Background: an optimization exercise with open tools, aiming at small area. Do not read the settings as production practice.
Where RTL was checked, it was by simulation tests only, not by an equivalence proof against the original.
Only the layout flow was run in run 3; the RTL was not checked for function there.
Power and IR drop assume default switching activity.

$ cat flow/design.v
module flash_bus_controller (
	input 	i_clk,
	input 	i_rst,
	output 			o_busy,
	input 	[3:0] 		i_operation,
	input 	[1:0]		i_chip,
	input 	[14:0]		i_length,
	input 			i_start,
	input 	[159:0]		i_sb_addr,
	input 			i_startup_done,
        output  [13:0]          o_sample_count,
        output	[3:0] 		o_chip_ready,
	output	[3:0] 		o_chip_exists,
        input [15:0] i_adc_sample_fifo_data,
        input        i_adc_sample_fifo_almost_empty,
        input        i_adc_sample_fifo_empty,
        output       o_adc_sample_fifo_re,
        input        i_adc_sample_fifo_valid,
	output [12:0] o_wr_buffer_addr,
	input  [15:0] i_wr_buffer_data,
	output [12:0] o_rd_buffer_addr,
	output [15:0] o_rd_buffer_data,
	output	      o_rd_buffer_we,
	input 	[7:0] 		  i_bus_data,
	output	[7:0]	 	  o_bus_data,
	output		 	  o_bus_data_tri_n,
	output			  o_bus_we_n,
	output			  o_bus_re_n,
	output [3:0]		  o_bus_ces_n,
	output			  o_bus_cle,
	output			  o_bus_ale
);
	localparam	CMD_READID		= 8'h90;
	localparam	CMD_RESET		= 8'hFF;
	localparam	CMD_BLOCKERASE0		= 8'h60;
	localparam	CMD_BLOCKERASE1		= 8'hD0;
	localparam	CMD_WRITEPAGE0		= 8'h80;
	localparam	CMD_WRITEPAGE1		= 8'h10;
	localparam	CMD_READ_MODE		= 8'h00;
	localparam	CMD_READPAGE0		= 8'h00;
	localparam	CMD_READPAGE1		= 8'h30;
	localparam 	CMD_READ_PARAMPAGE	= 8'hEC;
	localparam 	CMD_STATUS		= 8'h70;
	localparam 	CMD_SETFEATURES		= 8'hEF;
	localparam OP_READSTATUS 		= 0;
	localparam OP_JUSTREADSTATUS 		= 1;
	localparam OP_RESET 			= 2;
	localparam OP_SET_TIMING_MODE		= 3;
	localparam OP_STARTREAD 		= 4;
	localparam OP_COMPLETEREAD 		= 5;
	localparam OP_PROGRAM 			= 6;
	localparam OP_ERASE 			= 7;
	localparam OP_READID 			= 8;
	localparam OP_READPARAM 		= 9;
	localparam OP_CHECK_EXISTS      	= 10;
	localparam OP_READ_ADC_SAMPLES      	= 11;
	localparam DELAY_tWP 			= 2;
	localparam DELAY_tRP 			= 2;
        localparam DELAY_STATE_SEND_COMMAND 	= 6;
        localparam DELAY_STATE_SEND_ADDRESS 	= 6;
        localparam DELAY_STATE_READ_DATA 	= 6;
        localparam DELAY_STATE_WRITE_DATA 	= 6;
        localparam DELAY_STATE_WHR 		= 8;
        localparam DELAY_STATE_ADL 		= 9;
        localparam DELAY_STATE_RHW 		= 13;
        localparam DELAY_STATE_WB 		= 13;
	localparam DIR_OUT = 0;
	localparam DIR_IN  = 1;
        localparam STATE_RESET              = 0;
        localparam STATE_STARTUP_0          = 1;
        localparam STATE_STARTUP_1          = 2;
        localparam STATE_IDLE               = 3;
        localparam STATE_SEND_COMMAND_0     = 4;
        localparam STATE_SEND_ADDRESS       = 5;
        localparam STATE_SEND_COMMAND_1     = 6;
        localparam STATE_READ_STATUS        = 7;
        localparam STATE_DELAY_ADL          = 8;
        localparam STATE_DELAY_WHR          = 9;
        localparam STATE_DELAY_RHW          = 10;
        localparam STATE_DELAY_WB           = 11;
        localparam STATE_WRITE_DATA         = 12;
        localparam STATE_READ_DATA          = 13;
        localparam STATE_READ_ADC_SAMPLES_0 = 14;
        localparam STATE_READ_ADC_SAMPLES_1 = 15;
	reg [3:0] state_reg, state_next;
	reg [3:0] delay_reg;
	reg [3:0] chip_ready_reg, chip_ready_next;
	reg [3:0] chip_exists_reg, chip_exists_next;
	reg [3:0] op_reg, op_next;
	reg [1:0] chip_reg, chip_next;
	reg [7:0] bus_data_in_reg;
	reg	  bus_dir_reg, bus_dir_next;
	reg [7:0] bus_data_out_reg, bus_data_out_next;
	reg	  bus_we_n_reg, bus_we_n_next;
	reg	  bus_re_n_reg, bus_re_n_next;
	reg [3:0] bus_ces_n_reg, bus_ces_n_next;
	reg	  bus_cle_reg, bus_cle_next;
	reg	  bus_ale_reg, bus_ale_next;
        reg adc_sample_fifo_re_reg, adc_sample_fifo_re_next;
        reg [13:0] wr_buffer_addr_reg, wr_buffer_addr_next;
        reg [12:0] rd_buffer_addr_reg, rd_buffer_addr_next;
        reg [15:0] rd_buffer_data_reg, rd_buffer_data_next;
        reg        rd_buffer_we_reg, rd_buffer_we_next;
	reg [14:0] byte_count_reg, byte_count_next;
	reg [13:0] sample_count_reg, sample_count_next;
	reg [2:0]  addr_bytes_reg, addr_bytes_next;
        reg [1:0] chip_counter_reg, chip_counter_next;
        reg [1:0] startup_op_reg, startup_op_next;
        reg       reading_status_reg, reading_status_next;
        wire [3:0] chip_decode_n = ~(4'h1 << chip_reg);
	reg delay_done;
	always @* begin
		case (state_reg)
			STATE_SEND_COMMAND_0, STATE_SEND_COMMAND_1: delay_done = (delay_reg == DELAY_STATE_SEND_COMMAND-1);
			STATE_SEND_ADDRESS:                         delay_done = (delay_reg == DELAY_STATE_SEND_ADDRESS-1);
			STATE_READ_STATUS, STATE_READ_DATA:         delay_done = (delay_reg == DELAY_STATE_READ_DATA-1);
			STATE_DELAY_WHR:                            delay_done = (delay_reg == DELAY_STATE_WHR-1);
			STATE_DELAY_ADL:                            delay_done = (delay_reg == DELAY_STATE_ADL-1);
			STATE_DELAY_RHW:                            delay_done = (delay_reg == DELAY_STATE_RHW-1);
			STATE_DELAY_WB:                             delay_done = (delay_reg == DELAY_STATE_WB-1);
			STATE_WRITE_DATA:                           delay_done = (delay_reg == DELAY_STATE_WRITE_DATA-1);
			default:                                    delay_done = 1'b1;
		endcase
	end
	wire [39:0] op_addr = i_sb_addr[40*chip_reg +: 40];
	reg  [7:0]  addr_byte;
	always @* begin
		case (addr_bytes_reg)
			3'd5:    addr_byte = op_addr[7:0];
			3'd4:    addr_byte = op_addr[15:8];
			3'd3:    addr_byte = op_addr[23:16];
			3'd2:    addr_byte = op_addr[31:24];
			default: addr_byte = op_addr[39:32];
		endcase
	end
	always @(posedge i_clk or posedge i_rst) begin
		if (i_rst) begin
			state_reg <= STATE_RESET;
			delay_reg <= 0;
                        chip_ready_reg <= 0;
                        chip_exists_reg <= 0;
			op_reg <= 0;
			chip_reg <= 0;
			byte_count_reg <= 0;
			sample_count_reg <= 0;
			addr_bytes_reg <= 0;
			bus_data_in_reg <= 0;
			bus_dir_reg <= DIR_OUT;
			bus_data_out_reg <= 0;
			bus_we_n_reg <= 1;
			bus_re_n_reg <= 1;
			bus_ces_n_reg <= 0;
			bus_cle_reg <= 0;
			bus_ale_reg <= 0;
		        adc_sample_fifo_re_reg <= 0;
                        wr_buffer_addr_reg <= 0;
		        rd_buffer_addr_reg <= 0;
		        rd_buffer_data_reg <= 0;
		        rd_buffer_we_reg <= 0;
                        chip_counter_reg <= 0;
                        startup_op_reg <= 0;
                        reading_status_reg <= 0;
                end else begin
			state_reg <= state_next;
			delay_reg <= (state_reg == STATE_RESET || state_reg == STATE_STARTUP_0 || state_reg == STATE_STARTUP_1 ||
			              state_reg == STATE_IDLE || state_reg == STATE_READ_ADC_SAMPLES_0 ||
			              state_reg == STATE_READ_ADC_SAMPLES_1 || delay_done) ? 4'd0 : delay_reg + 4'd1;
                        chip_ready_reg <= chip_ready_next;
                        chip_exists_reg <= chip_exists_next;
			op_reg <= op_next;
			chip_reg <= chip_next;
			byte_count_reg <= byte_count_next;
			sample_count_reg <= sample_count_next;
			addr_bytes_reg <= addr_bytes_next;
			bus_data_in_reg <= i_bus_data;
			bus_data_out_reg <= bus_data_out_next;
			bus_dir_reg <= bus_dir_next;
			bus_we_n_reg <= bus_we_n_next;
			bus_re_n_reg <= bus_re_n_next;
			bus_ces_n_reg <= bus_ces_n_next;
			bus_cle_reg <= bus_cle_next;
			bus_ale_reg <= bus_ale_next;
		        adc_sample_fifo_re_reg <= adc_sample_fifo_re_next;
		        wr_buffer_addr_reg <= wr_buffer_addr_next;
		        rd_buffer_addr_reg <= rd_buffer_addr_next;
		        rd_buffer_data_reg <= rd_buffer_data_next;
		        rd_buffer_we_reg <= rd_buffer_we_next;
                        chip_counter_reg <= chip_counter_next;
                        startup_op_reg <= startup_op_next;
                        reading_status_reg <= reading_status_next;
                end
	end
	assign o_busy = (state_reg != STATE_IDLE);
	always @* begin
		state_next = state_reg;
                chip_ready_next = chip_ready_reg;
                chip_exists_next = chip_exists_reg;
                op_next = op_reg;
		chip_next = chip_reg;
                byte_count_next = byte_count_reg;
                sample_count_next = sample_count_reg;
		addr_bytes_next = addr_bytes_reg;
                adc_sample_fifo_re_next = 1'b0;
                wr_buffer_addr_next = wr_buffer_addr_reg;
                rd_buffer_addr_next[2:0] = (rd_buffer_we_reg) ? rd_buffer_addr_reg[2:0] - 3'd1 : rd_buffer_addr_reg[2:0];
                rd_buffer_addr_next[12:3] = (rd_buffer_we_reg && (rd_buffer_addr_reg[2:0] == 3'd0)) ? rd_buffer_addr_reg[12:3] + 10'd1 : rd_buffer_addr_reg[12:3];
		rd_buffer_data_next[15:8] = (!byte_count_reg[0]) ? bus_data_in_reg : rd_buffer_data_reg[15:8];
		rd_buffer_data_next[7:0] = (byte_count_reg[0]) ? bus_data_in_reg : rd_buffer_data_reg[7:0];
		rd_buffer_we_next = 1'b0;
                chip_counter_next = chip_counter_reg;
                startup_op_next = startup_op_reg;
                reading_status_next = reading_status_reg;
		case (state_reg)
                        STATE_RESET: begin
                            if (i_startup_done) begin
                                chip_ready_next = 4'hF;
                                chip_exists_next = 0;
                                chip_counter_next = 0;
                                startup_op_next = 0;
                                state_next = STATE_STARTUP_0;
                            end
			end
                        STATE_STARTUP_0: begin
                            if (startup_op_reg == 2'd3) begin
                                state_next = STATE_IDLE;
                            end else if (chip_ready_reg[chip_counter_reg]) begin
                                reading_status_next = 0;
                                state_next = STATE_STARTUP_1;
                            end else begin
                                reading_status_next = 1;
                                chip_next = chip_counter_reg;
                                op_next = (reading_status_reg) ? OP_JUSTREADSTATUS : OP_READSTATUS;
                                state_next = (reading_status_reg) ? STATE_READ_STATUS : STATE_SEND_COMMAND_0;
                            end
                        end
                        STATE_STARTUP_1: begin
                            op_next = (startup_op_reg == 2'd0) ? OP_RESET           :
                                      (startup_op_reg == 2'd1) ? OP_SET_TIMING_MODE : OP_CHECK_EXISTS;
                            chip_next = chip_counter_reg;
                            chip_counter_next = chip_counter_reg + 1;
                            startup_op_next = (chip_counter_reg == 2'd3) ? startup_op_reg + 2'd1 : startup_op_reg;
                            state_next = STATE_SEND_COMMAND_0;
                        end
			STATE_IDLE: begin
                            op_next = i_operation;
                            chip_next = i_chip;
                            rd_buffer_addr_next = 13'd7;
                            wr_buffer_addr_next = 14'd15;
                            if (i_start) begin
                                byte_count_next = i_length;
                                state_next = (i_operation == OP_JUSTREADSTATUS)   ? STATE_READ_STATUS        :
                                             (i_operation == OP_READ_ADC_SAMPLES) ? STATE_READ_ADC_SAMPLES_0 : STATE_SEND_COMMAND_0;
                            end
			end
                        STATE_SEND_COMMAND_0: begin
                            addr_bytes_next = (op_reg == OP_SET_TIMING_MODE) ? 3'd1 :
                                              (op_reg == OP_READID)          ? 3'd1 :
                                              (op_reg == OP_CHECK_EXISTS)    ? 3'd1 :
                                              (op_reg == OP_ERASE)           ? 3'd3 :
                                              (op_reg == OP_READPARAM)       ? 3'd1 : 3'd5;
                            if (op_reg == OP_RESET)
                                chip_ready_next[chip_reg] = 1'b0;
                            if (delay_done) begin
                                state_next = (op_reg == OP_READSTATUS)   ? STATE_DELAY_WHR    :
                                             (op_reg == OP_RESET)        ? STATE_DELAY_WB     :
                                             (op_reg == OP_COMPLETEREAD) ? STATE_DELAY_WHR    : STATE_SEND_ADDRESS;
                            end
                        end
                        STATE_SEND_ADDRESS: begin
                            if (op_reg == OP_READPARAM)
                                chip_ready_next[chip_reg] = 1'b0;
                            if (delay_done) begin
				if (addr_bytes_reg == 3'd1) begin
                                    state_next = (op_reg == OP_PROGRAM)         ? STATE_DELAY_ADL :
                                                 (op_reg == OP_SET_TIMING_MODE) ? STATE_DELAY_ADL :
                                                 (op_reg == OP_READPARAM)       ? STATE_DELAY_WB  :
                                                 (op_reg == OP_READID)          ? STATE_DELAY_WHR :
                                                 (op_reg == OP_CHECK_EXISTS)    ? STATE_DELAY_WHR : STATE_SEND_COMMAND_1;
				end else begin
                                    addr_bytes_next = addr_bytes_reg - 3'd1;
				end
                            end
			end
                        STATE_SEND_COMMAND_1: begin
                            if ((op_reg == OP_ERASE) || (op_reg == OP_STARTREAD))
                                chip_ready_next[chip_reg] = 1'b0;
                            if (delay_done) begin
                               state_next = (op_reg == OP_ERASE)     ? STATE_DELAY_WB :
                                            (op_reg == OP_PROGRAM)   ? STATE_DELAY_WB :
                                            (op_reg == OP_STARTREAD) ? STATE_DELAY_WB : STATE_IDLE;
                            end
                        end
                        STATE_DELAY_WHR: begin
                            if ((op_reg == OP_READID) || (op_reg == OP_CHECK_EXISTS))
                                byte_count_next = 15'd6;
                            if (delay_done) begin
                                state_next = (op_reg == OP_READSTATUS)   ? STATE_READ_STATUS :
                                             (op_reg == OP_READID)       ? STATE_READ_DATA   :
                                             (op_reg == OP_CHECK_EXISTS) ? STATE_READ_DATA   :
                                             (op_reg == OP_COMPLETEREAD) ? STATE_READ_DATA   : STATE_IDLE;
                            end
                        end
			STATE_READ_STATUS: begin
                            if (delay_done) begin
                                chip_ready_next[chip_reg] = bus_data_in_reg[6];
                                state_next = STATE_DELAY_RHW;
                            end
			end
                        STATE_DELAY_ADL: begin
                            if (delay_done) begin
                                wr_buffer_addr_next[3:0] = wr_buffer_addr_reg[3:0] - 4'd1;
                                wr_buffer_addr_next[13:4] = (wr_buffer_addr_reg[3:0] == 4'd0) ? wr_buffer_addr_reg[13:4] + 10'd1 : wr_buffer_addr_reg[13:4];
                                state_next = STATE_WRITE_DATA;
                                if (op_reg == OP_SET_TIMING_MODE)
                                    byte_count_next = 15'd4;
                            end
                        end
                        STATE_DELAY_RHW, STATE_DELAY_WB: begin
                            if (delay_done)
                                state_next = (startup_op_reg != 2'd3) ? STATE_STARTUP_0 : STATE_IDLE;
                        end
                        STATE_WRITE_DATA: begin
                            chip_ready_next[chip_reg] = 1'b0;
                            if (delay_done) begin
                                wr_buffer_addr_next[3:0] = wr_buffer_addr_reg[3:0] - 4'd1;
                                wr_buffer_addr_next[13:4] = (wr_buffer_addr_reg[3:0] == 4'd0) ? wr_buffer_addr_reg[13:4] + 10'd1 : wr_buffer_addr_reg[13:4];
                                byte_count_next = byte_count_reg - 15'd1;
                                if (byte_count_reg == 15'd1) begin
                                    state_next = (op_reg == OP_PROGRAM)         ? STATE_SEND_COMMAND_1 :
                                                 (op_reg == OP_SET_TIMING_MODE) ? STATE_DELAY_WB       : STATE_IDLE;
                                end
                            end
                        end
			STATE_READ_DATA: begin
                            if (delay_done) begin
                                rd_buffer_we_next = (op_reg == OP_CHECK_EXISTS) ? 1'b0 : byte_count_reg[0];
                                if (((op_reg == OP_READID) || (op_reg == OP_CHECK_EXISTS)) && (byte_count_reg == 15'd5) && (bus_data_in_reg != 8'd0))
                                    chip_exists_next[chip_reg] = 1'b1;
                                byte_count_next = byte_count_reg - 15'd1;
                                if (byte_count_reg == 15'd1)
                                    state_next = STATE_DELAY_RHW;
                            end
                        end
			STATE_READ_ADC_SAMPLES_0: begin
                            if (i_adc_sample_fifo_empty) begin
                                sample_count_next = 0;
                                state_next = STATE_READ_ADC_SAMPLES_1;
                            end else if (adc_sample_fifo_re_reg && i_adc_sample_fifo_valid) begin
                                rd_buffer_data_next = i_adc_sample_fifo_data;
                                rd_buffer_we_next = 1'b1;
                                sample_count_next = sample_count_reg + 14'd1;
                                if (i_adc_sample_fifo_almost_empty)
                                    state_next = STATE_READ_ADC_SAMPLES_1;
                                else
                                    adc_sample_fifo_re_next = 1'b1;
                            end else begin
                                sample_count_next = 0;
                                adc_sample_fifo_re_next = 1'b1;
                            end
                        end
			STATE_READ_ADC_SAMPLES_1: begin
                            rd_buffer_data_next = 16'hFFFF;
                            rd_buffer_we_next = 1'b1;
                            sample_count_next = sample_count_reg + 14'd1;
                            state_next = STATE_IDLE;
                        end
			default: ;
		endcase
	end
        wire [7:0] wr_buffer_data_out_byte = (byte_count_reg[0]) ? i_wr_buffer_data[7:0] : i_wr_buffer_data[15:8];
        always @* begin
	    case (state_reg)
                STATE_RESET, STATE_STARTUP_0, STATE_STARTUP_1, STATE_IDLE, STATE_DELAY_WB, STATE_DELAY_RHW, STATE_READ_ADC_SAMPLES_0, STATE_READ_ADC_SAMPLES_1: begin
                    bus_dir_next = DIR_IN;
                    bus_data_out_next = 8'h0;
                    bus_we_n_next = 1;
                    bus_re_n_next = 1;
                    bus_ces_n_next = 4'hF;
                    bus_cle_next = 0;
                    bus_ale_next = 0;
                end
                STATE_SEND_COMMAND_0: begin
                    bus_dir_next = DIR_OUT;
                    bus_data_out_next = (op_reg == OP_READSTATUS)      ? CMD_STATUS         :
                                        (op_reg == OP_RESET)           ? CMD_RESET          :
                                        (op_reg == OP_READID)          ? CMD_READID         :
                                        (op_reg == OP_CHECK_EXISTS)    ? CMD_READID         :
                                        (op_reg == OP_READPARAM)       ? CMD_READ_PARAMPAGE :
                                        (op_reg == OP_PROGRAM)         ? CMD_WRITEPAGE0     :
                                        (op_reg == OP_STARTREAD)       ? CMD_READPAGE0      :
                                        (op_reg == OP_COMPLETEREAD)    ? CMD_READ_MODE      :
                                        (op_reg == OP_ERASE)           ? CMD_BLOCKERASE0    :
                                        (op_reg == OP_SET_TIMING_MODE) ? CMD_SETFEATURES    : 8'h00;
                    bus_we_n_next = (delay_reg < DELAY_tWP) ? 0 : 1;
                    bus_re_n_next = 1;
                    bus_ces_n_next = chip_decode_n;
                    bus_cle_next = 1;
                    bus_ale_next = 0;
                end
                STATE_SEND_COMMAND_1: begin
                    bus_dir_next = DIR_OUT;
                    bus_data_out_next = (op_reg == OP_STARTREAD)    ? CMD_READPAGE1   :
                                        (op_reg == OP_PROGRAM)      ? CMD_WRITEPAGE1  :
                                        (op_reg == OP_ERASE)        ? CMD_BLOCKERASE1 : 8'h00;
                    bus_we_n_next = (delay_reg < DELAY_tWP) ? 0 : 1;
                    bus_re_n_next = 1;
                    bus_ces_n_next = chip_decode_n;
                    bus_cle_next = 1;
                    bus_ale_next = 0;
                end
                STATE_SEND_ADDRESS: begin
                    bus_dir_next = DIR_OUT;
                    bus_data_out_next = (op_reg == OP_SET_TIMING_MODE) ? 8'h01 :
                                        ((op_reg == OP_READID) || (op_reg == OP_CHECK_EXISTS) || (op_reg == OP_READPARAM)) ? 8'h00 :
                                        addr_byte;
                    bus_we_n_next = (delay_reg < DELAY_tWP) ? 0 : 1;
                    bus_re_n_next = 1;
                    bus_ces_n_next = chip_decode_n;
                    bus_cle_next = 0;
                    bus_ale_next = 1;
                end
                STATE_READ_STATUS, STATE_READ_DATA: begin
                    bus_dir_next = DIR_IN;
                    bus_data_out_next = 8'h00;
                    bus_we_n_next = 1;
                    bus_re_n_next = (delay_reg < DELAY_tRP) ? 0 : 1;
                    bus_ces_n_next = chip_decode_n;
                    bus_cle_next = 0;
                    bus_ale_next = 0;
                end
                STATE_WRITE_DATA: begin
                    bus_dir_next = DIR_OUT;
                    bus_data_out_next = (op_reg == OP_SET_TIMING_MODE) ? ((byte_count_reg == 15'd4) ? 8'h04 : 8'h00) : wr_buffer_data_out_byte;
                    bus_we_n_next = (delay_reg < DELAY_tWP) ? 0 : 1;
                    bus_re_n_next = 1;
                    bus_ces_n_next = chip_decode_n;
                    bus_cle_next = 0;
                    bus_ale_next = 0;
                end
                default: begin
                    bus_dir_next = DIR_IN;
                    bus_data_out_next = 8'h0;
                    bus_we_n_next = 1;
                    bus_re_n_next = 1;
                    bus_ces_n_next = chip_decode_n;
                    bus_cle_next = 0;
                    bus_ale_next = 0;
                end
            endcase
        end
	assign o_sample_count = sample_count_reg;
        assign o_adc_sample_fifo_re = adc_sample_fifo_re_reg;
        assign o_bus_data 	= bus_data_out_reg;
	assign o_bus_data_tri_n = bus_dir_reg;
	assign o_bus_we_n 	= bus_we_n_reg;
	assign o_bus_re_n 	= bus_re_n_reg;
	assign o_bus_ces_n 	= bus_ces_n_reg;
	assign o_bus_cle 	= bus_cle_reg;
	assign o_bus_ale 	= bus_ale_reg;
        assign o_chip_ready = chip_ready_reg;
        assign o_chip_exists = chip_exists_reg;
        assign o_wr_buffer_addr = wr_buffer_addr_reg[13:1];
        assign o_rd_buffer_addr = rd_buffer_addr_reg;
        assign o_rd_buffer_data = rd_buffer_data_reg;
        assign o_rd_buffer_we = rd_buffer_we_reg;
endmodule
module flash_bus_sm (
	input 	i_clk,
	input 	i_rst,
        input i_recording_en,
        output o_top_bus_active,
        input i_disp_cmd_req,
        output o_disp_cmd_ack,
        input [71:0] i_disp_cmd_data,
        output o_disp_rsp_req,
        input i_disp_rsp_ack,
        input i_disp_rsp_listening,
        output [25:0] o_disp_rsp_data,
        output [3:0] o_disp_chip_active,
        output o_disp_wr_buffer_rsvd,
        output o_disp_rd_buffer_rsvd,
	output	[31:0]	o_cyclecount_sum,
	input	    	i_cyclecount_reset,
	input	[7:0]	i_cyclecount_start,
	input	[7:0]	i_cyclecount_end,
        output o_adc_master_record,
	input 			i_ctrl_busy,
	output reg [3:0]	o_ctrl_operation,
	output     [1:0]	o_ctrl_chip,
	output     [14:0]	o_ctrl_length,
	output reg		o_ctrl_start,
	output     [159:0]	o_sb_addr,
	output			o_startup_done,
	input      [13:0]	i_sample_count,
	input      [3:0]	i_ctrl_chip_ready
);
	localparam OP_READSTATUS 		= 0;
	localparam OP_JUSTREADSTATUS 		= 1;
	localparam OP_RESET 			= 2;
	localparam OP_SET_TIMING_MODE		= 3;
	localparam OP_STARTREAD 		= 4;
	localparam OP_COMPLETEREAD 		= 5;
	localparam OP_PROGRAM 			= 6;
	localparam OP_ERASE 			= 7;
	localparam OP_READID 			= 8;
	localparam OP_READPARAM 		= 9;
	localparam OP_READ_ADC_SAMPLES		= 11;
	localparam CS_READ_START_PENDING = 1;
	localparam CS_READ_DATA_PENDING  = 2;
	localparam CS_READ_DATA_DONE	 = 3;
	localparam CS_WRITE_DATA_PENDING = 4;
	localparam CS_WRITE_DATA_ONBUS   = 5;
	localparam CS_WRITE_DATA_DONE    = 6;
	localparam CS_ERASE_PENDING      = 7;
	localparam CS_ERASE_ONBUS        = 8;
	localparam CS_ERASE_DONE         = 9;
	localparam CS_READID_0           = 10;
	localparam CS_READID_1           = 11;
	localparam CS_READPARAM_0        = 12;
	localparam CS_READPARAM_1        = 13;
	localparam CS_READPARAM_2        = 14;
	localparam CS_SETTIMINGMODE_0    = 15;
	localparam CS_SETTIMINGMODE_1    = 16;
	localparam CS_RESET_0            = 17;
	localparam CS_RESET_1            = 18;
	localparam CS_GET_ADC_SAMPLES_0  = 19;
	localparam CS_GET_ADC_SAMPLES_1  = 20;
	localparam STATE_IDLE 		      = 0;
	localparam STATE_NEW_RQST_0	      = 1;
	localparam STATE_GET_NEXT_OP_0 	      = 2;
	localparam STATE_GET_NEXT_OP_1 	      = 3;
        localparam STATE_WAIT_FOR_CONTROLLER  = 5;
        localparam STATE_CHECK_FOR_CHIP_READY = 6;
	localparam STATE_DO_BUS_OP	      = 7;
	localparam STATE_NEW_RSLT_0	      = 8;
	localparam STATE_NEW_RSLT_1	      = 9;
	localparam STATE_SWITCH_CHIPS	      = 10;
	reg [3:0]  state_reg;
	reg [31:0] sys_cycle_count_reg;
	reg [31:0] op_cycle_count_reg;
	reg        recording_reg;
	reg        new_cmd_ack_reg;
	reg        new_rsp_req_reg;
	reg [17:0] new_rsp_data_reg;
	reg [3:0]  chip_active_reg;
	reg        wr_buffer_rsvd_reg;
	reg        rd_buffer_rsvd_reg;
	reg [1:0]  curr_chip_reg;
	reg [1:0]  new_chip_reg;
	reg        new_rd_reg, new_wr_reg;
	reg [39:0] sb_addr  [0:3];
	reg [7:0]  sb_tag   [0:3];
	reg [9:0]  sb_len   [0:3];
	reg [4:0]  sb_state [0:3];
	reg [3:0]  sb_srs;
	reg [31:0] sb_cc    [0:3];
	reg [3:0]  sb_cc_valid;		 
	reg [31:0] cc_s0, cc_s1, cc_s2;
	reg [2:0]  cc_zero;			 
	wire [1:0] c = curr_chip_reg;
	wire [7:0] rd_tag   = sb_tag[c];
	wire [9:0] rd_len   = sb_len[c];
	wire [4:0] rd_state = sb_state[c];
	wire       rd_srs   = sb_srs[c];
	wire [1:0]  cc_addr = (state_reg == STATE_NEW_RQST_0) ? new_chip_reg : c;
	wire [31:0] cc_rd   = sb_cc_valid[cc_addr] ? sb_cc[cc_addr] : 32'd0;
	wire [31:0] cc_new  = cc_zero[2] ? 32'd0 : cc_s2;
	wire [2:0] new_op   = i_disp_cmd_data[48:46];
	wire [1:0] new_chip = i_disp_cmd_data[41:40];
	reg  [4:0] new_state;
	always @* begin
		case (new_op)
			3'd0: new_state = CS_WRITE_DATA_PENDING;
			3'd1: new_state = CS_READ_START_PENDING;
			3'd2: new_state = CS_ERASE_PENDING;
			3'd3: new_state = CS_READID_0;
			3'd4: new_state = CS_READPARAM_0;
			3'd5: new_state = CS_RESET_0;
			3'd6: new_state = CS_SETTIMINGMODE_0;
			default: new_state = CS_GET_ADC_SAMPLES_0;
		endcase
	end
	wire st_adc   = (rd_state == CS_GET_ADC_SAMPLES_0) || (rd_state == CS_GET_ADC_SAMPLES_1);
	wire st_prog  = (rd_state == CS_WRITE_DATA_PENDING) || (rd_state == CS_WRITE_DATA_ONBUS) || (rd_state == CS_WRITE_DATA_DONE);
	wire st_rdbuf = (rd_state == CS_READ_START_PENDING) || (rd_state == CS_READ_DATA_PENDING) || (rd_state == CS_READ_DATA_DONE) ||
	                (rd_state == CS_READID_0) || (rd_state == CS_READID_1) ||
	                (rd_state == CS_READPARAM_0) || (rd_state == CS_READPARAM_1) || (rd_state == CS_READPARAM_2) || st_adc;
	reg st_send, st_onbus, st_done;
	reg [3:0] st_op;
	always @* begin
		st_send = 1'b0; st_onbus = 1'b0; st_done = 1'b0; st_op = 4'd0;
		case (rd_state)
			CS_READ_START_PENDING: begin st_send = 1'b1; st_op = OP_STARTREAD; end
			CS_READ_DATA_PENDING:  begin st_send = 1'b1; st_op = OP_COMPLETEREAD; end
			CS_WRITE_DATA_PENDING: begin st_send = 1'b1; st_op = OP_PROGRAM; end
			CS_ERASE_PENDING:      begin st_send = 1'b1; st_op = OP_ERASE; end
			CS_READID_0:           begin st_send = 1'b1; st_op = OP_READID; end
			CS_READPARAM_0:        begin st_send = 1'b1; st_op = OP_READPARAM; end
			CS_READPARAM_1:        begin st_send = 1'b1; st_op = OP_COMPLETEREAD; end
			CS_SETTIMINGMODE_0:    begin st_send = 1'b1; st_op = OP_SET_TIMING_MODE; end
			CS_RESET_0:            begin st_send = 1'b1; st_op = OP_RESET; end
			CS_GET_ADC_SAMPLES_0:  begin st_send = 1'b1; st_op = OP_READ_ADC_SAMPLES; end
			CS_WRITE_DATA_ONBUS, CS_ERASE_ONBUS: st_onbus = 1'b1;
			CS_READ_DATA_DONE, CS_WRITE_DATA_DONE, CS_ERASE_DONE, CS_READID_1, CS_READPARAM_2,
			CS_SETTIMINGMODE_1, CS_RESET_1, CS_GET_ADC_SAMPLES_1: st_done = 1'b1;
			default: ;
		endcase
	end
	wire in_idle  = (state_reg == STATE_IDLE);
	wire in_nq    = (state_reg == STATE_NEW_RQST_0);
	wire in_do    = (state_reg == STATE_DO_BUS_OP);
	wire in_check = (state_reg == STATE_CHECK_FOR_CHIP_READY);
	wire chip_rdy = i_ctrl_chip_ready[c];
	wire cs_match = (i_cyclecount_start[4:0] != 5'd0) && (i_cyclecount_start[4:0] == rd_state);
	wire ce_match = (i_cyclecount_end[4:0] != 5'd0) && (i_cyclecount_end[4:0] == rd_state);
	wire we_new   = in_idle && i_disp_cmd_req;
	wire we_state = in_do && (st_send || st_onbus);
	wire we_srs   = in_check && !chip_rdy;
	wire we_cc_do = we_state && cs_match;
	integer k;
	always @(posedge i_clk) begin
		for (k = 0; k < 4; k = k + 1) begin
			if (we_new && new_chip == k) begin
				sb_addr[k] <= i_disp_cmd_data[39:0];
				sb_tag[k]  <= i_disp_cmd_data[71:64];
				sb_len[k]  <= i_disp_cmd_data[63:54];
			end
			if (we_new && new_chip == k)
				sb_state[k] <= new_state;
			else if (we_state && c == k)
				sb_state[k] <= rd_state + 5'd1;
			if (we_new && new_chip == k)
				sb_srs[k] <= 1'b0;
			else if (we_srs && c == k)
				sb_srs[k] <= 1'b1;
			if (in_nq && new_chip_reg == k)
				sb_cc[k] <= cc_new;
			else if (we_cc_do && c == k)
				sb_cc[k] <= sys_cycle_count_reg;
		end
		cc_s0 <= cc_rd;
		cc_s1 <= cc_s0;
		cc_s2 <= cc_s1;
	end
	always @(posedge i_clk or posedge i_rst) begin
		if (i_rst) begin
			sb_cc_valid <= 4'd0;
			cc_zero <= 3'b111;
		end else begin
			cc_zero <= {cc_zero[1:0], 1'b0};
			for (k = 0; k < 4; k = k + 1)
				if ((in_nq && new_chip_reg == k) || (we_cc_do && c == k))
					sb_cc_valid[k] <= 1'b1;
		end
	end
	always @(posedge i_clk or posedge i_rst) begin
		if (i_rst) begin
			state_reg <= STATE_IDLE;
			sys_cycle_count_reg <= 0;
			op_cycle_count_reg <= 0;
			recording_reg <= 0;
			new_cmd_ack_reg <= 0;
			new_rsp_req_reg <= 0;
			new_rsp_data_reg <= 0;
			chip_active_reg <= 0;
			wr_buffer_rsvd_reg <= 0;
			rd_buffer_rsvd_reg <= 0;
			curr_chip_reg <= 0;
			new_chip_reg <= 0;
			new_rd_reg <= 0;
			new_wr_reg <= 0;
		end else begin
			sys_cycle_count_reg <= sys_cycle_count_reg + 32'd1;
			new_cmd_ack_reg <= 1'b0;
			if (!i_recording_en)
				recording_reg <= 1'b0;
			if (i_cyclecount_reset)
				op_cycle_count_reg <= 0;
			case (state_reg)
				STATE_IDLE: begin
					new_chip_reg <= new_chip;
					new_rd_reg <= (new_op == 3'd1) || (new_op == 3'd3) || (new_op == 3'd4) || (new_op == 3'd7);
					new_wr_reg <= (new_op == 3'd0);
					if (i_disp_cmd_req) begin
						new_cmd_ack_reg <= 1'b1;
						state_reg <= STATE_NEW_RQST_0;
					end else if (chip_active_reg[c]) begin
						state_reg <= STATE_GET_NEXT_OP_0;
					end else begin
						curr_chip_reg <= c + 2'd1;
					end
				end
				STATE_NEW_RQST_0: begin
					chip_active_reg[new_chip_reg] <= 1'b1;
					if (new_rd_reg) rd_buffer_rsvd_reg <= 1'b1;
					if (new_wr_reg) wr_buffer_rsvd_reg <= 1'b1;
					state_reg <= STATE_IDLE;
				end
				STATE_GET_NEXT_OP_0: state_reg <= STATE_GET_NEXT_OP_1;
				STATE_GET_NEXT_OP_1: state_reg <= STATE_WAIT_FOR_CONTROLLER;
				STATE_WAIT_FOR_CONTROLLER: begin
					if (!i_ctrl_busy)
						state_reg <= st_adc ? STATE_DO_BUS_OP : STATE_CHECK_FOR_CHIP_READY;
				end
				STATE_CHECK_FOR_CHIP_READY: begin
					state_reg <= chip_rdy ? STATE_DO_BUS_OP : STATE_SWITCH_CHIPS;
				end
				STATE_DO_BUS_OP: begin
					if (i_cyclecount_start[4:0] == 5'd0)
						recording_reg <= 1'b0;
					else if (cs_match && i_recording_en)
						recording_reg <= 1'b1;
					if (i_cyclecount_end[4:0] == 5'd0)
						recording_reg <= 1'b0;
					else if (ce_match) begin
						op_cycle_count_reg <= op_cycle_count_reg + (sys_cycle_count_reg - cc_rd);
						recording_reg <= 1'b0;
					end
					if (st_send || st_onbus)
						state_reg <= STATE_SWITCH_CHIPS;
					else if (st_done)
						state_reg <= STATE_NEW_RSLT_0;
				end
				STATE_SWITCH_CHIPS: begin
					curr_chip_reg <= c + 2'd1;
					state_reg <= STATE_IDLE;
				end
				STATE_NEW_RSLT_0: begin
					new_rsp_req_reg <= 1'b1;
					if (st_adc)
						new_rsp_data_reg <= {rd_tag, i_sample_count[13:4] + {9'd0, (i_sample_count[3:0] != 4'd0)}};
					else
						new_rsp_data_reg <= {rd_tag, rd_len};
					state_reg <= STATE_NEW_RSLT_1;
				end
				STATE_NEW_RSLT_1: begin
					if (i_disp_rsp_ack) begin
						chip_active_reg[c] <= 1'b0;
						if (st_rdbuf) rd_buffer_rsvd_reg <= 1'b0;
						if (st_prog) wr_buffer_rsvd_reg <= 1'b0;
						new_rsp_req_reg <= 1'b0;
						state_reg <= STATE_SWITCH_CHIPS;
					end
				end
				default: ;
			endcase
		end
	end
	always @* begin
		o_ctrl_operation = 4'd0;
		o_ctrl_start = 1'b0;
		if (in_check && !chip_rdy) begin
			o_ctrl_operation = rd_srs ? OP_JUSTREADSTATUS : OP_READSTATUS;
			o_ctrl_start = 1'b1;
		end else if (in_do && st_send) begin
			o_ctrl_operation = st_op;
			o_ctrl_start = 1'b1;
		end
	end
	assign o_ctrl_chip = c;
	assign o_ctrl_length = {rd_len, 5'd0};
	assign o_sb_addr = {sb_addr[3], sb_addr[2], sb_addr[1], sb_addr[0]};
	assign o_startup_done = (sys_cycle_count_reg == 32'd124999);
	assign o_cyclecount_sum = op_cycle_count_reg;
        assign o_disp_cmd_ack = new_cmd_ack_reg;
        assign o_disp_rsp_req = new_rsp_req_reg;
        assign o_disp_rsp_data = i_disp_rsp_listening ? {new_rsp_data_reg, 8'd0} : 26'd0;
        assign o_disp_chip_active = chip_active_reg;
        assign o_disp_wr_buffer_rsvd = wr_buffer_rsvd_reg;
        assign o_disp_rd_buffer_rsvd = rd_buffer_rsvd_reg;
        assign o_top_bus_active = |chip_active_reg;
        assign o_adc_master_record = recording_reg;
endmodule
module flash_bus #(
	parameter NUM_OF_CHIPS 			= 4,
	parameter CMD_FIFO_DATA_WIDTH 	= 72,
	parameter WR_FIFO_DATA_WIDTH 	= 128,
	parameter RD_FIFO_DATA_WIDTH 	= 136,
	parameter RSLT_FIFO_DATA_WIDTH 	= 26,
	parameter PERIOD 				= 8,
	parameter PAGE_SIZE_WIDTH		= 15
 )
 (
	input 	i_clk,
	input 	i_rst,
        output o_top_bus_active,
        input i_recording_en,
        input i_disp_cmd_req,
        output o_disp_cmd_ack,
        input [CMD_FIFO_DATA_WIDTH-1:0] i_disp_cmd_data,
        output o_disp_rsp_req,
        input i_disp_rsp_ack,
        input i_disp_rsp_listening,
        output [RSLT_FIFO_DATA_WIDTH-1:0] o_disp_rsp_data,
        output [NUM_OF_CHIPS-1:0] o_disp_chip_active,
        output o_disp_wr_buffer_rsvd,
        output o_disp_rd_buffer_rsvd,
        input [15:0] i_adc_sample_fifo_data,
        input        i_adc_sample_fifo_almost_empty,
        input        i_adc_sample_fifo_empty,
        output       o_adc_sample_fifo_re,
        input        i_adc_sample_fifo_valid,
        output [12:0] o_wr_buffer_addr,
        input  [15:0] i_wr_buffer_data,
        output [12:0] o_rd_buffer_addr,
        output [15:0] o_rd_buffer_data,
        output        o_rd_buffer_we,
	output	[0:31]						o_cyclecount_sum,
	input								i_cyclecount_reset,
	input	[0:7]						i_cyclecount_start,
	input	[0:7]						i_cyclecount_end,
        output o_adc_master_record,
	input 	[7:0] 						i_bus_data,
	output 	[7:0]	 					o_bus_data,
	output		 						o_bus_data_tri_n,
	output 								o_bus_we_n,
	output 								o_bus_re_n,
	output [NUM_OF_CHIPS-1:0] 					o_bus_ces_n,
	output 								o_bus_cle,
	output 								o_bus_ale,
        output [NUM_OF_CHIPS-1:0] o_chip_exists
 );
	wire		ctrl_busy;
	wire [3:0]	ctrl_operation;
	wire [1:0]	ctrl_chip;
	wire [14:0]	ctrl_length;
	wire		ctrl_start;
	wire [13:0]	ctrl_sample_count;
	wire [159:0]	sb_addr;
	wire		startup_done;
	wire [3:0]	chip_ready;
	flash_bus_sm busSM (
		.i_clk(i_clk),
		.i_rst(i_rst),
                .o_top_bus_active(o_top_bus_active),
                .i_recording_en(i_recording_en),
                .i_disp_cmd_req(i_disp_cmd_req),
                .o_disp_cmd_ack(o_disp_cmd_ack),
                .i_disp_cmd_data(i_disp_cmd_data),
                .o_disp_rsp_req(o_disp_rsp_req),
                .i_disp_rsp_ack(i_disp_rsp_ack),
                .i_disp_rsp_listening(i_disp_rsp_listening),
                .o_disp_rsp_data(o_disp_rsp_data),
                .o_disp_chip_active(o_disp_chip_active),
                .o_disp_wr_buffer_rsvd(o_disp_wr_buffer_rsvd),
                .o_disp_rd_buffer_rsvd(o_disp_rd_buffer_rsvd),
		.o_cyclecount_sum(o_cyclecount_sum),
		.i_cyclecount_reset(i_cyclecount_reset),
		.i_cyclecount_start(i_cyclecount_start),
		.i_cyclecount_end(i_cyclecount_end),
                .o_adc_master_record(o_adc_master_record),
		.i_ctrl_busy(ctrl_busy),
		.o_ctrl_operation(ctrl_operation),
		.o_ctrl_chip(ctrl_chip),
		.o_ctrl_length(ctrl_length),
		.o_ctrl_start(ctrl_start),
		.o_sb_addr(sb_addr),
		.o_startup_done(startup_done),
                .i_sample_count(ctrl_sample_count),
		.i_ctrl_chip_ready(chip_ready)
	);
	flash_bus_controller busController (
		.i_clk(i_clk),
		.i_rst(i_rst),
		.o_busy(ctrl_busy),
		.i_operation(ctrl_operation),
		.i_chip(ctrl_chip),
		.i_length(ctrl_length),
		.i_start(ctrl_start),
		.i_sb_addr(sb_addr),
		.i_startup_done(startup_done),
		.o_sample_count(ctrl_sample_count),
		.o_chip_ready(chip_ready),
		.o_chip_exists(o_chip_exists),
                .i_adc_sample_fifo_data(i_adc_sample_fifo_data),
                .i_adc_sample_fifo_almost_empty(i_adc_sample_fifo_almost_empty),
                .i_adc_sample_fifo_empty(i_adc_sample_fifo_empty),
                .o_adc_sample_fifo_re(o_adc_sample_fifo_re),
                .i_adc_sample_fifo_valid(i_adc_sample_fifo_valid),
		.o_wr_buffer_addr(o_wr_buffer_addr),
		.i_wr_buffer_data(i_wr_buffer_data),
		.o_rd_buffer_addr(o_rd_buffer_addr),
		.o_rd_buffer_data(o_rd_buffer_data),
		.o_rd_buffer_we(o_rd_buffer_we),
		.i_bus_data(i_bus_data),
		.o_bus_data(o_bus_data),
		.o_bus_data_tri_n(o_bus_data_tri_n),
		.o_bus_we_n(o_bus_we_n),
		.o_bus_re_n(o_bus_re_n),
		.o_bus_ces_n(o_bus_ces_n),
		.o_bus_cle(o_bus_cle),
		.o_bus_ale(o_bus_ale)
	);
endmodule
$ cat flow/config.mk
export PLATFORM = sky130hd
export DESIGN_NAME = flash_bus
export DESIGN_NICKNAME = flash_bus
export VERILOG_FILES = /design/flow/design.v
export SDC_FILE = /design/flow/constraint.sdc
export NUM_CORES = 4
export LEC_CHECK = 0
export CAP_MARGIN = 20
export CORE_MARGIN = 2
export CORE_UTILIZATION = 40
export SLEW_MARGIN = 20
$ cat flow/run.sh
#!/bin/bash
# synth_recipe.tcl (not shown) runs the flow's synth.tcl, then flattens the netlist and writes it again
# the make line also repeats each setting of config.mk as NAME=value (left out here)
make -C /OpenROAD-flow-scripts/flow DESIGN_CONFIG=/design/flow/config.mk WORK_HOME=/design/flow/orfs CLKGATE_MAP_FILE= SYNTH_SCRIPT=/design/flow/synth_recipe.tcl finish
$ cat flow/constraint.sdc
create_clock -name core_clock -period 8.0 [get_ports {i_clk}]
set_input_delay 1.6000 -clock core_clock [delete_from_list [all_inputs] [get_ports {i_clk}]]
set_output_delay 1.6000 -clock core_clock [all_outputs]
set_load 0.01 [all_outputs]
==> results of run 1 <==
-- stage by stage --
| stage | hold WS [ps] | power, mW | std cells |
|---|---|---|---|
| finish | 298 | 7.84 | 4291 |
| CTS | 299 | 7.92 | 4288 |
| global route | 310 | 8.07 | 4291 |
| global placement | 311 | 4.10 | 4137 |
| detailed placement | 312 | 4.10 | 4137 |
| floorplan | 310 | 4.01 | 2961 |
-- synth_stat cells (8+ instances only) --
cell type / instances / share of area [%]
mux4_2: 74 / 5.0
dfxtp_1: 100 / 6.0
inv_1: 170 / 1.9
nand4_1: 17 / 0.32
a222oi_1: 23 / 0.69
buf_4: 22 / 0.49
a211oi_1: 10 / 0.22
a21o_1: 26 / 0.58
buf_1: 20 / 0.22
o31ai_1: 10 / 0.22
dfrtp_1: 232 / 17
and2_1: 29 / 0.54
or2_2: 9 / 0.17
a22oi_1: 28 / 0.63
or3_1: 9 / 0.17
o21ai_0: 269 / 4.0
and3_1: 25 / 0.47
a31oi_1: 13 / 0.24
xnor2_1: 70 / 1.8
nand3_1: 99 / 1.5
nor2b_1: 50 / 0.93
mux2i_1: 42 / 1.3
nor2_1: 178 / 2.0
clkbuf_1: 136 / 1.5
fa_1: 31 / 1.9
a21oi_1: 136 / 2.0
ha_1: 77 / 2.9
o211ai_1: 12 / 0.27
nor4_1: 15 / 0.28
edfxtp_1: 380 / 34
nand2b_1: 51 / 0.95
nand2_1: 362 / 4.1
nor3_1: 39 / 0.58
o21ai_1: 21 / 0.31
buf_2: 8 / 0.12
xor2_1: 45 / 1.2
-- cells by family after synthesis --
logic type,count (synthesis),synth area share (%)
xor+xnor,115,3.00
fa+ha+maj,108,4.72
other cells,1,0.0112
mux,122,6.42
buf+inv,362,4.38
flops,717,57.7
simple gates,910,12.7
compound gates,618,11.1
-- cell usage in the layout, fill, tap and decap left out, drive strengths merged, types with 77 or more instances in the layout --
cell / instances
a21oi: 138
clkbuf: 102
clkdlybuf4s50: 247
dfrtp: 232
dfxtp: 100
edfxtp: 380
ha: 77
inv: 178
nand2: 362
nand3: 99
nor2: 178
o21ai: 291
-- where the power goes --
| group | internal (mW) | total (mW) | switching (mW) |
|---|---|---|---|
| clock network | 2.21 | 3.81 | 1.60 |
| logic | 0.0680 | 0.141 | 0.0725 |
| registers | 3.88 | 3.89 | 0.00678 |
| total | 6.16 | 7.84 | 1.68 |
-- final timing paths --
kind                                                     start                                endpoint  slack, ps
min in group asynchronous                                i_rst  busSM.op_cycle_count_reg[21]$_DFF_PP0_       1460
worst min-delay path                   busSM.cc_s1[30]$_DFF_P_                 busSM.cc_s2[30]$_DFF_P_        300
worst max-delay path            busSM.state_reg[0]$_DFFE_PP0P_  busSM.op_cycle_count_reg[28]$_DFF_PP0_       1420
max in group asynchronous                                i_rst  busSM.op_cycle_count_reg[27]$_DFF_PP0_       5080
worst min register to register         busSM.cc_s1[30]$_DFF_P_                 busSM.cc_s2[30]$_DFF_P_        300
worst max register to register  busSM.state_reg[0]$_DFFE_PP0P_  busSM.op_cycle_count_reg[28]$_DFF_PP0_       1420
-- routing by layer --
metal	up-vias	track usage (%)
li1	10870	-
met1	11532	27.2
met2	769	33.5
met3	165	3.50
met4	8	6.23
met5	-	0
-- area by class of cell --
cell class,count,area (µm²),area share (%)
sequential,717,19400,48.7
timing repair buffer,286,2810,7.07
clock buffer,102,2200,5.52
clock inverter,49,579,1.46
multi-input combinational,1882,12800,32.2
tap,1080,1350,3.40
antenna,1,2.50,0.00629
inverter,174,658,1.65
==> flow_summary.json, run 1 <==
{
  "status": "finished clean",
  "fin_util_pct": 47.8,
  "nNetsFinal": 3388,
  "fin_area_um2": 39800,
  "yosysWarnings": 7,
  "boundaryPins": 271,
  "cts.path.max_buffers": 3,
  "grt_usage_pct": 20.2,
  "dp.final_hpwl_mm": 57.6,
  "syn-instance-count": 2953,
  "fillCellCount": 7460,
  "placed_area_um2": 36900,
  "clkLatencyLatePin_ps": 650,
  "vias_per_cell": 5.44,
  "wl_per_cell_um": 20.5,
  "grt_max_degree": 147,
  "ys.flop_type": "edfxtp_1",
  "crit_buf_inv": 2,
  "end_kind": "flop",
  "met1_length_mm": 37.8,
  "cts_resized": 0,
  "ys_seq_area_share_pct": 57.7,
  "cts.sinks": 717,
  "layout-drive-gt1-share_pct": 9.69,
  "path_depth": 18,
  "postCtsHoldBufs": 0,
  "cp_max_fo": 36,
  "worst_ep_arrival_time_ps": 7090,
  "synth-edff-count": 380,
  "cts-root-buf": "clkbuf_16",
  "cp_top_family": "compound AO/OA/AOI/OAI gates",
  "async_reset_ff_share_pct": 33.1,
  "gr-total-overflow": 0,
  "rows": 106,
  "ys_types": 90,
  "period_needed_ps": 6580,
  "critPathRequiredTime_ps": 8510,
  "clk_pin_slew_worst_paths_ps": 60,
  "wl_mm": 88.0,
  "hold-path-cell-count": 0,
  "avgSynthCellArea_um2": 11.4,
  "setup_violations": 0,
  "tightest_slew_ps": 1070,
  "largest_reg_flops": 160,
  "die_x_um": 294,
  "fmax_mhz": 152,
  "antenna_found_initial": 6,
  "drt_iter0_drc": 1841,
  "cp_slowest_cell": "dfrtp_1",
  "drcViolationCount": 0,
  "top_register": "busSM.sb_addr",
  "area_growth_pct": 18.6,
  "ant_nets": 0,
  "initial_core_util_pct": 40.3,
  "netlist_area_um2": 33500,
  "slew_viol_final": 0,
  "largestRegisters": "busSM.sb_addr x160, busSM.sb_cc x128, busSM.sb_len x40",
  "r2r_cells": 18,
  "post-place-ws_ps": 1450,
  "routabilityCongestion": 0.864,
  "port_buffers": 247,
  "die_h_um": 294,
  "grt_pass1_wl_mm": 136,
  "cts_htree_levels": 3,
  "critPathMaxStageDelay_ps": 680,
  "critical_path_class": "reg2reg",
  "max_slew_margin_pct": 28.3,
  "finalSetupTns_ps": 0,
  "cp-start-kind": "flop",
  "dr_wl_met2_mm": 42.4,
  "coreArea_um2": 83300,
  "dr.pass1.iters": 6,
  "timing.final.hold_violations": 0,
  "ys_seq_elements": 717,
  "grt_setup_unrepaired": "no",
  "numCtsBuffers": 81,
  "max_cap_viol_count": 0,
  "top_layer": "met5",
  "setup_slack_ps": 1420,
  "wl_met3_mm": 5.27,
  "vias": 23344,
  "fin_skew_ps": 50.8,
  "cts_setup_buffers": 0,
  "period_share_pct": 82.2,
  "die-area_um2": 86200,
  "cts_tree": "yes",
  "path_cells": "nor4b_4 -> nor2_1 -> a21oi_4 -> buf_4 -> mux4_2 -> nor2b_1 -> fa_1 -> inv_1 -> fa_1 -> a211oi_1 -> o21ai_0 -> o2111ai_1 -> a211oi_1 -> o21ai_0 -> o21ai_0 -> a211oi_1 -> mux2i_1 -> nand2_1",
  "ir_drop_mv": 0.167,
  "powerDensity_nw_per_um2": 197,
  "p_leak_nw": 14.9,
  "grt_pass1_vias": 23377,
  "hold_path_class": "reg2reg"
}
==> run 2, diff against run 1 <==
--- a/flow/config.mk
+++ b/flow/config.mk
@@ -10,2 +10,4 @@
 export CORE_UTILIZATION = 40
+export CTS_BUF_LIST = sky130_fd_sc_hd__clkbuf_4
+export CTS_CLUSTER_SIZE = 30
 export SLEW_MARGIN = 20
==> run 2 against run 1 <==
Compared with the run above: core utilization fell by 0.20 points; clock skew rose by 26 ps; still clean; total power decreased by 5.3%.
==> flow_summary.json, run 2 <==
{
  "die_x_um": 294,
  "end_kind": "flop",
  "cts_htree_levels": 4,
  "grt_usage_pct": 20.6,
  "area_growth_pct": 18.1,
  "largest_reg_flops": 160,
  "layout-drive-gt1-share_pct": 14.5,
  "synth-edff-count": 380,
  "grt_pass1_vias": 24324,
  "fin_skew_ps": 77.1,
  "synth_area_leader_cell": "edfxtp_1",
  "seq_power_share_pct": 52.3,
  "routabilityCongestion": 0.864,
  "yosysWarnings": 7,
  "slew_viol_final": 0,
  "min_delay_worst_endpoint": "busSM.cc_s1[10]$_DFF_P_",
  "vias": 23999,
  "vias_per_cell": 5.34,
  "antenna_found_initial": 7,
  "clkLatencyLatePin_ps": 1060,
  "combPwrFrac_pct": 1.9,
  "cts.sinks": 717,
  "max_cap_viol_count": 0,
  "dr.pass1.iters": 7,
  "cts_resized": 0,
  "cp_max_fo": 36,
  "worst_ep_arrival_time_ps": 7510,
  "die-area_um2": 86200,
  "rows": 106,
  "layout_commonest_cell": "edfxtp_1",
  "port_buffers": 247,
  "ys_seq_area_share_pct": 57.7,
  "hold_path_class": "reg2reg",
  "multiInputGateArea_um2": 12800,
  "regArea_um2": 19400,
  "boundaryPins": 271,
  "critPathRequiredTime_ps": 8890,
  "period_needed_ps": 6620,
  "setup_slack_ps": 1380,
  "critical_path_class": "reg2reg",
  "internal_power_mw": 5.75,
  "top_register": "busSM.sb_addr",
  "fillCellCount": 7582,
  "drcViolationCount": 0,
  "coreArea_um2": 83300,
  "synth_common_cells": "edfxtp_1, nand2_1, o21ai_0",
  "avgSynthCellArea_um2": 11.4,
  "netlist_area_um2": 33500,
  "ys.flop_type": "edfxtp_1",
  "min_from": "busSM.cc_s0[10]$_DFF_P_",
  "r2r_cells": 18,
  "clk_pin_slew_worst_paths_ps": 70,
  "die_h_um": 294,
  "drt_iter0_drc": 1854,
  "r2r_end": "busSM.op_cycle_count_reg[28]$_DFF_PP0_",
  "period_share_pct": 82.8,
  "powerDensity_nw_per_um2": 187,
  "async_reset_ff_share_pct": 33.1,
  "largestRegisters": "busSM.sb_addr x160, busSM.sb_cc x128, busSM.sb_len x40",
  "ys_seq_elements": 717,
  "cp_slowest_cell": "dfrtp_1",
  "syn-instance-count": 2953,
  "layout_common_cells": "edfxtp_1, nand2_1, clkbuf_4, o21ai_0, clkdlybuf4s50_1",
  "setup_violations": 0,
  "hold-path-cell-count": 0,
  "gr-total-overflow": 0,
  "initial_core_util_pct": 40.3,
  "ant_nets": 0,
  "grt_pass1_wl_mm": 138,
  "post-place-ws_ps": 1450,
  "path_cells": "nor4b_4 -> nor2_1 -> a21oi_4 -> buf_4 -> mux4_2 -> nor2b_1 -> fa_1 -> inv_1 -> fa_1 -> a211oi_1 -> o21ai_0 -> o2111ai_1 -> a211oi_1 -> o21ai_0 -> o21ai_0 -> a211oi_1 -> mux2i_1 -> nand2_1",
  "r2r_start": "busSM.state_reg[0]$_DFFE_PP0P_",
  "ir_drop_mv": 0.139,
  "power_mw": 7.42,
  "p_leak_nw": 15.1,
  "p_switching_mw": 1.67,
  "numCtsBuffers": 187,
  "rrSetupSlack_ps": 1380,
  "p_sw_share_pct": 22.4,
  "status": "finished clean",
  "tightest_slew_ps": 1070,
  "pwr-share-clk_pct": 45.8,
  "grt_max_degree": 147,
  "wl_mm": 88.9,
  "dp.final_hpwl_mm": 57.6,
  "finalSetupTns_ps": 0,
  "synth_area_leaders": "edfxtp_1, dfrtp_1, dfxtp_1",
  "max_slew_margin_pct": 28.2,
  "cts-root-buf": "clkbuf_4",
  "cts_tree": "yes",
  "critPathMaxStageDelay_ps": 680,
  "yosysMostFrequentCell": "edfxtp_1",
  "grt_setup_unrepaired": "no",
  "nNetsFinal": 3494,
  "cts_setup_buffers": 0,
  "postCtsHoldBufs": 0,
  "ys_types": 90,
  "fmax_mhz": 151,
  "cts.path.max_buffers": 3,
  "cp-start-kind": "flop",
  "timing.final.hold_violations": 0,
  "synth_top_area_share_pct": 34.0,
  "wl_per_cell_um": 19.8
}
==> run 2: cell count changes in the layout (fill, tap and decap cells not counted), sizes merged <==
cell / before / now
clkbuf: 102 / 292
bufinv: 7 / 4
inv: 178 / 176
diode: 1 / 4
clkinvlp: 7 / 3
clkinv: 31 / 51
==> run 2: area by class of cell <==
type | count | share of cell area (%)
well taps | 1080 | 3.41
diodes | 4 | 0.0253
flip-flops and latches | 717 | 48.9
clock buffers | 292 | 5.54
repair buffers | 286 | 7.08
clock inverters | 60 | 1.05
inverters | 174 | 1.66
multi-input cells | 1882 | 32.4
==> run 2: cell families (layout without fill, tap and decap cells) <==
group | after synthesis | after routing | synth area share [%]
compound gates | 618 | 618 | 11.1
xor+xnor | 115 | 115 | 3.00
fa+ha+maj | 108 | 108 | 4.72
buf+inv | 362 | 812 | 4.38
flops | 717 | 717 | 57.7
mux | 122 | 122 | 6.42
other cells | 1 | 13 | 0.0112
simple gates | 910 | 910 | 12.7
==> run 2: per-stage QoR <==
stage / cells / area (µm²) / hold WS [ps] / utilization, %
2_1_floorplan: 2961 / 33600 / 310 / -
3_3_place_gp: 4137 / 36900 / 311 / 44.3
3_5_place_dp: 4137 / 36900 / 312 / 44.3
4_1_cts: 4489 / 39500 / 290 / 47.5
5_1_grt: 4495 / 39600 / 296 / 47.5
6_report: 4495 / 39600 / 309 / 47.5
==> run 2: power groups by stage <==
stage	Combinational, mW	Clock [mW]	Sequential [mW]
2_1_floorplan	0.0471	0	3.96
3_3_place_gp	0.137	0	3.96
3_5_place_dp	0.142	0	3.96
4_1_cts	0.143	3.50	3.88
5_1_grt	0.154	3.69	3.88
6_report	0.140	3.40	3.88
==> run 2: per-layer routing <==
layer | track usage (%) | wire length, µm
met3 | 4.53 | 5950
met5 | 0 | 57
met2 | 33.7 | 43200
met1 | 26.8 | 37500
met4 | 7.89 | 2150
==> run 2: worst max-delay path, delay by kind of cell (launching register included) <==
kind / cells / cell delay (ps)
adders and majority gates: 2 / 1030
buffers and inverters: 2 / 630
DFF: 1 / 680
AOI/OAI and AO/OA: 8 / 2490
and+or+nand+nor: 4 / 1010
muxes: 2 / 640
==> run 2: how the worst max path moves through the flow <==
stage | from | to | slack [ps] | depth (start not counted)
2_1_floorplan | busSM.state_reg[1]$_DFFE_PP0P_ | busSM.op_cycle_count_reg[28]$_DFF_PP0_ | 2680 | 20
5_1_grt | busSM.state_reg[0]$_DFFE_PP0P_ | busSM.op_cycle_count_reg[28]$_DFF_PP0_ | 940 | 18
4_1_cts | busSM.state_reg[0]$_DFFE_PP0P_ | busSM.op_cycle_count_reg[28]$_DFF_PP0_ | 1410 | 18
3_3_place_gp | busSM.state_reg[0]$_DFFE_PP0P_ | busSM.op_cycle_count_reg[28]$_DFF_PP0_ | 1460 | 18
6_report | busSM.state_reg[0]$_DFFE_PP0P_ | busSM.op_cycle_count_reg[28]$_DFF_PP0_ | 1380 | 18
3_5_place_dp | busSM.state_reg[0]$_DFFE_PP0P_ | busSM.op_cycle_count_reg[28]$_DFF_PP0_ | 1450 | 18
==> run 3, diff against run 2 <==
--- a/flow/design.v
+++ b/flow/design.v
@@ -557,4 +557,8 @@
 	reg [3:0]  sb_cc_valid;		 
-	reg [31:0] cc_s0, cc_s1, cc_s2;
-	reg [2:0]  cc_zero;			 
+	reg [31:0] cc_pend;		 
+	reg [1:0]  cc_pend_chip;
+	reg [2:0]  nq_age;		 
+	reg [2:0]  do_age;		 
+	reg [1:0]  do_chip;
+	reg [1:0]  rd_a0, rd_a1, rd_a2;	 
 	wire [1:0] c = curr_chip_reg;
@@ -564,5 +568,7 @@
 	wire       rd_srs   = sb_srs[c];
-	wire [1:0]  cc_addr = (state_reg == STATE_NEW_RQST_0) ? new_chip_reg : c;
-	wire [31:0] cc_rd   = sb_cc_valid[cc_addr] ? sb_cc[cc_addr] : 32'd0;
-	wire [31:0] cc_new  = cc_zero[2] ? 32'd0 : cc_s2;
+	wire        nq_state  = (state_reg == STATE_NEW_RQST_0);
+	wire [1:0]  cc_addr   = nq_state ? rd_a2 : c;
+	wire [31:0] cc_rd     = sb_cc_valid[cc_addr] ? sb_cc[cc_addr] : 32'd0;
+	wire        nq_commit = nq_age[2] | (nq_age[1] & nq_state);
+	wire        do_commit = do_age[2];
 	wire [2:0] new_op   = i_disp_cmd_data[48:46];
@@ -635,10 +641,16 @@
 				sb_srs[k] <= 1'b1;
-			if (in_nq && new_chip_reg == k)
-				sb_cc[k] <= cc_new;
-			else if (we_cc_do && c == k)
-				sb_cc[k] <= sys_cycle_count_reg;
+			if (nq_commit && cc_pend_chip == k)
+				sb_cc[k] <= cc_pend;
+			else if (do_commit && do_chip == k)
+				sb_cc[k] <= sys_cycle_count_reg - 32'd3;
 		end
-		cc_s0 <= cc_rd;
-		cc_s1 <= cc_s0;
-		cc_s2 <= cc_s1;
+		if (in_nq) begin
+			cc_pend <= cc_rd;
+			cc_pend_chip <= new_chip_reg;
+		end
+		if (we_cc_do)
+			do_chip <= c;
+		rd_a0 <= in_nq ? new_chip_reg : c;
+		rd_a1 <= rd_a0;
+		rd_a2 <= rd_a1;
 	end
@@ -647,7 +659,9 @@
 			sb_cc_valid <= 4'd0;
-			cc_zero <= 3'b111;
+			nq_age <= 3'd0;
+			do_age <= 3'd0;
 		end else begin
-			cc_zero <= {cc_zero[1:0], 1'b0};
+			nq_age <= {nq_age[1] & ~in_nq, nq_age[0] & ~in_nq, in_nq};
+			do_age <= {do_age[1:0], we_cc_do};
 			for (k = 0; k < 4; k = k + 1)
-				if ((in_nq && new_chip_reg == k) || (we_cc_do && c == k))
+				if ((nq_commit && cc_pend_chip == k) || (do_commit && do_chip == k))
 					sb_cc_valid[k] <= 1'b1;
--- a/flow/config.mk
+++ b/flow/config.mk
@@ -10,4 +10,2 @@
 export CORE_UTILIZATION = 40
-export CTS_BUF_LIST = sky130_fd_sc_hd__clkbuf_4
-export CTS_CLUSTER_SIZE = 30
 export SLEW_MARGIN = 20
==> run 3 against run 2 <==
Compared with the run above: synthesized cell count fell by 2.4%; global-route usage fell by 0.19 points; core utilization barely moved; largest cell class unchanged; sequential share of layout area fell by 0.89 points; worst setup slack improved by 200 ps.
==> flow_summary.json, run 3 <==
{
  "p_leak_nw": 14.9,
  "layout_commonest_cell": "edfxtp_1",
  "ys.flop_type": "edfxtp_1",
  "max_cap_viol_count": 0,
  "worst_ep_arrival_time_ps": 6930,
  "cts_resized": 0,
  "critPathRequiredTime_ps": 8510,
  "vias": 23176,
  "hold_path_class": "reg2reg",
  "boundaryPins": 271,
  "synth-edff-count": 416,
  "largestRegisters": "busSM.sb_addr x160, busSM.sb_cc x128, busSM.sb_len x40",
  "die_h_um": 292,
  "cts.sinks": 666,
  "yosysMostFrequentCell": "edfxtp_1",
  "timing.final.hold_violations": 0,
  "pwr-share-clk_pct": 28.4,
  "syn-instance-count": 2883,
  "clk_pin_slew_worst_paths_ps": 60,
  "largest_reg_flops": 160,
  "drcViolationCount": 0,
  "wl_per_cell_um": 20.8,
  "fin_skew_ps": 40.4,
  "netlist_area_um2": 33100,
  "layout-drive-gt1-share_pct": 9.60,
  "layout_common_cells": "edfxtp_1, nor2_1, clkdlybuf4s50_1, dfrtp_1, a21oi_1",
  "top_register": "busSM.sb_addr",
  "synth_area_leaders": "edfxtp_1, dfrtp_1, mux4_2",
  "cp-start-kind": "flop",
  "grt_usage_pct": 20.4,
  "dp_cells": 4087,
  "ir_drop_mv": 0.264,
  "dr.pass1.iters": 6,
  "gr-total-overflow": 0,
  "avgSynthCellArea_um2": 11.5,
  "critPathLaunch": "busSM.state_reg[1]$_DFFE_PP0P_",
  "die-area_um2": 85000,
  "grt_pass1_vias": 23615,
  "slew_viol_final": 0,
  "period_needed_ps": 6430,
  "status": "finished clean",
  "p_switching_mw": 4.15,
  "ys_seq_area_share_pct": 56.5,
  "cts_tree": "yes",
  "cts-root-buf": "clkbuf_16",
  "final_cells": 4227,
  "synth_area_leader_cell": "edfxtp_1",
  "wl_mm": 87.7,
  "fillCellCount": 7355,
  "tightest_slew_ps": 1110,
  "finalSetupTns_ps": 0,
  "antenna_found_initial": 2,
  "p_sw_share_pct": 35.0,
  "port_buffers": 247,
  "synth_top_area_share_pct": 37.8,
  "grt_setup_unrepaired": "no",
  "drt_iter0_drc": 1835,
  "seq_power_share_pct": 37.5,
  "die_x_um": 292,
  "cts_htree_levels": 3,
  "ys_seq_elements": 666,
  "multiInputGateArea_um2": 13100,
  "ys_types": 88,
  "synth_common_cells": "edfxtp_1, nor2_1, dfrtp_1",
  "grt_max_degree": 66,
  "numCtsBuffers": 75,
  "routabilityCongestion": 0.903,
  "period_share_pct": 80.3,
  "powerDensity_nw_per_um2": 304,
  "regArea_um2": 18700,
  "coreArea_um2": 82000,
  "fmax_mhz": 156,
  "setup_violations": 0,
  "cts.path.max_buffers": 3,
  "ant_nets": 0,
  "rows": 105,
  "clkLatencyLatePin_ps": 640,
  "area_growth_pct": 17.9,
  "postCtsHoldBufs": 0,
  "internal_power_mw": 7.71,
  "max_slew_margin_pct": 25.6,
  "cts_setup_buffers": 0,
  "critical_path_class": "reg2reg",
  "yosysWarnings": 7,
  "initial_core_util_pct": 40.3,
  "r2r_start": "busSM.state_reg[1]$_DFFE_PP0P_",
  "combPwrFrac_pct": 34.1,
  "grt_pass1_wl_mm": 136,
  "nNetsFinal": 3340,
  "vias_per_cell": 5.48,
  "dp.final_hpwl_mm": 58.8,
  "async_reset_ff_share_pct": 36.0,
  "cp_max_fo": 44,
  "power_mw": 11.9,
  "min_from": "busSM.rd_a0[1]$_DFF_P_",
  "end_kind": "flop"
}
## run 3: layer usage
layer | global-route usage, % | vias up | part of all wire (%)
met5 | 0 | - | 0
met4 | 5.85 | 0 | 2.6
met3 | 3.30 | 142 | 5.1
met2 | 36.0 | 662 | 51
met1 | 26.0 | 11616 | 41
li1 | - | 10756 | -
## run 3: worst max-delay path, stage by stage, from the launching register on
cell and delay, ps:
dfrtp_1 500, nor2_1 290, nand2_1 190, inv_2 140, buf_4 630, a21oi_4 120
buf_4 350, mux4_2 350, and2_1 210, fa_1 510, inv_1 70, ha_1 320
a211oi_1 280, o21ai_0 200, a21oi_1 500, a21o_1 240, a31oi_1 230, a211oi_1 420
o31ai_1 140, xor2_1 380, o211ai_1 130, o31ai_1 90
## run 3: per-stage QoR
stage	utilization [%]	worst slack [ps]	area [µm²]	hold WS (ps)
6_report	47.6	1570	39000	324
3_5_place_dp	44.6	1620	36600	312
2_1_floorplan	-	2790	33100	310
5_1_grt	47.6	981	39000	331
4_1_cts	47.6	1550	39000	325
3_3_place_gp	44.6	1670	36600	312
## run 3: final cells by class
class                      count  area share, %
sequential                   666           48.0
clock buffer                 103           5.27
antenna                        1        0.00642
clock inverter                36          0.950
multi-input combinational   1885           33.5
inverter                     176           1.72
timing repair buffer         290           7.15
tap                         1070           3.43
## run 3: power by group through the flow
stage,combinational (mW),sequential (mW),clock (mW)
2_1_floorplan,2.90,4.43,0
3_3_place_gp,3.97,4.48,0
3_5_place_dp,4.03,4.51,0
4_1_cts,4.07,4.44,3.45
5_1_grt,4.48,4.49,3.59
6_report,4.04,4.44,3.37
## run 3: cells by family after synthesis
kind of cell,share of synthesized area (%)
simple gates,12.7
flops,56.5
other cells,0.0113
fa+ha+maj,4.79
mux,7.32
buf+inv,4.19
compound gates,10.7
xor+xnor,3.76
## run 3: path summary, 6_finish.rpt
path | end | slack (ps) | cells past startpoint
setup / recovery | busSM.op_cycle_count_reg[31]$_DFF_PP0_ | 1570 | 21
setup reg to reg | busSM.op_cycle_count_reg[31]$_DFF_PP0_ | 1570 | 21
hold reg to reg | busSM.rd_a1[1]$_DFF_P_ | 320 | 0
max in group asynchronous | busController.bus_ale_reg$_DFF_PP0_ | 5340 | 3
min in group asynchronous | busController.wr_buffer_addr_reg[3]$_DFFE_PP0P_ | 1440 | 2
hold / removal | busSM.rd_a1[1]$_DFF_P_ | 320 | 0

==> port drivers added, routing unchanged <==
In the flow no input, the clock included, has a driving cell. The finished layouts below were timed again as built, in two steps. Step 1, drivers: a clkbuf_16 drives i_clk and a buf_2 each remaining input, both assumed. Step 2 times the ports against the registers' clock, not the clock port: input delays grow and output delays shrink by t, the midpoint of the rising clock arrivals with the driver on. Slacks: ideal ports / drivers / drivers and shift; pairs: ideal ports / drivers.
| run | shift t [ns] | setup slack, ns |
|---|---|---|
| run 1 | 0.693 | 1.422 / 1.422 / 1.422 |
| run 2 | 1.083 | 1.375 / 1.375 / 1.375 |
| run 3 | 0.682 | 1.573 / 1.573 / 1.573 |
After both steps setup and hold are still met in every run listed.
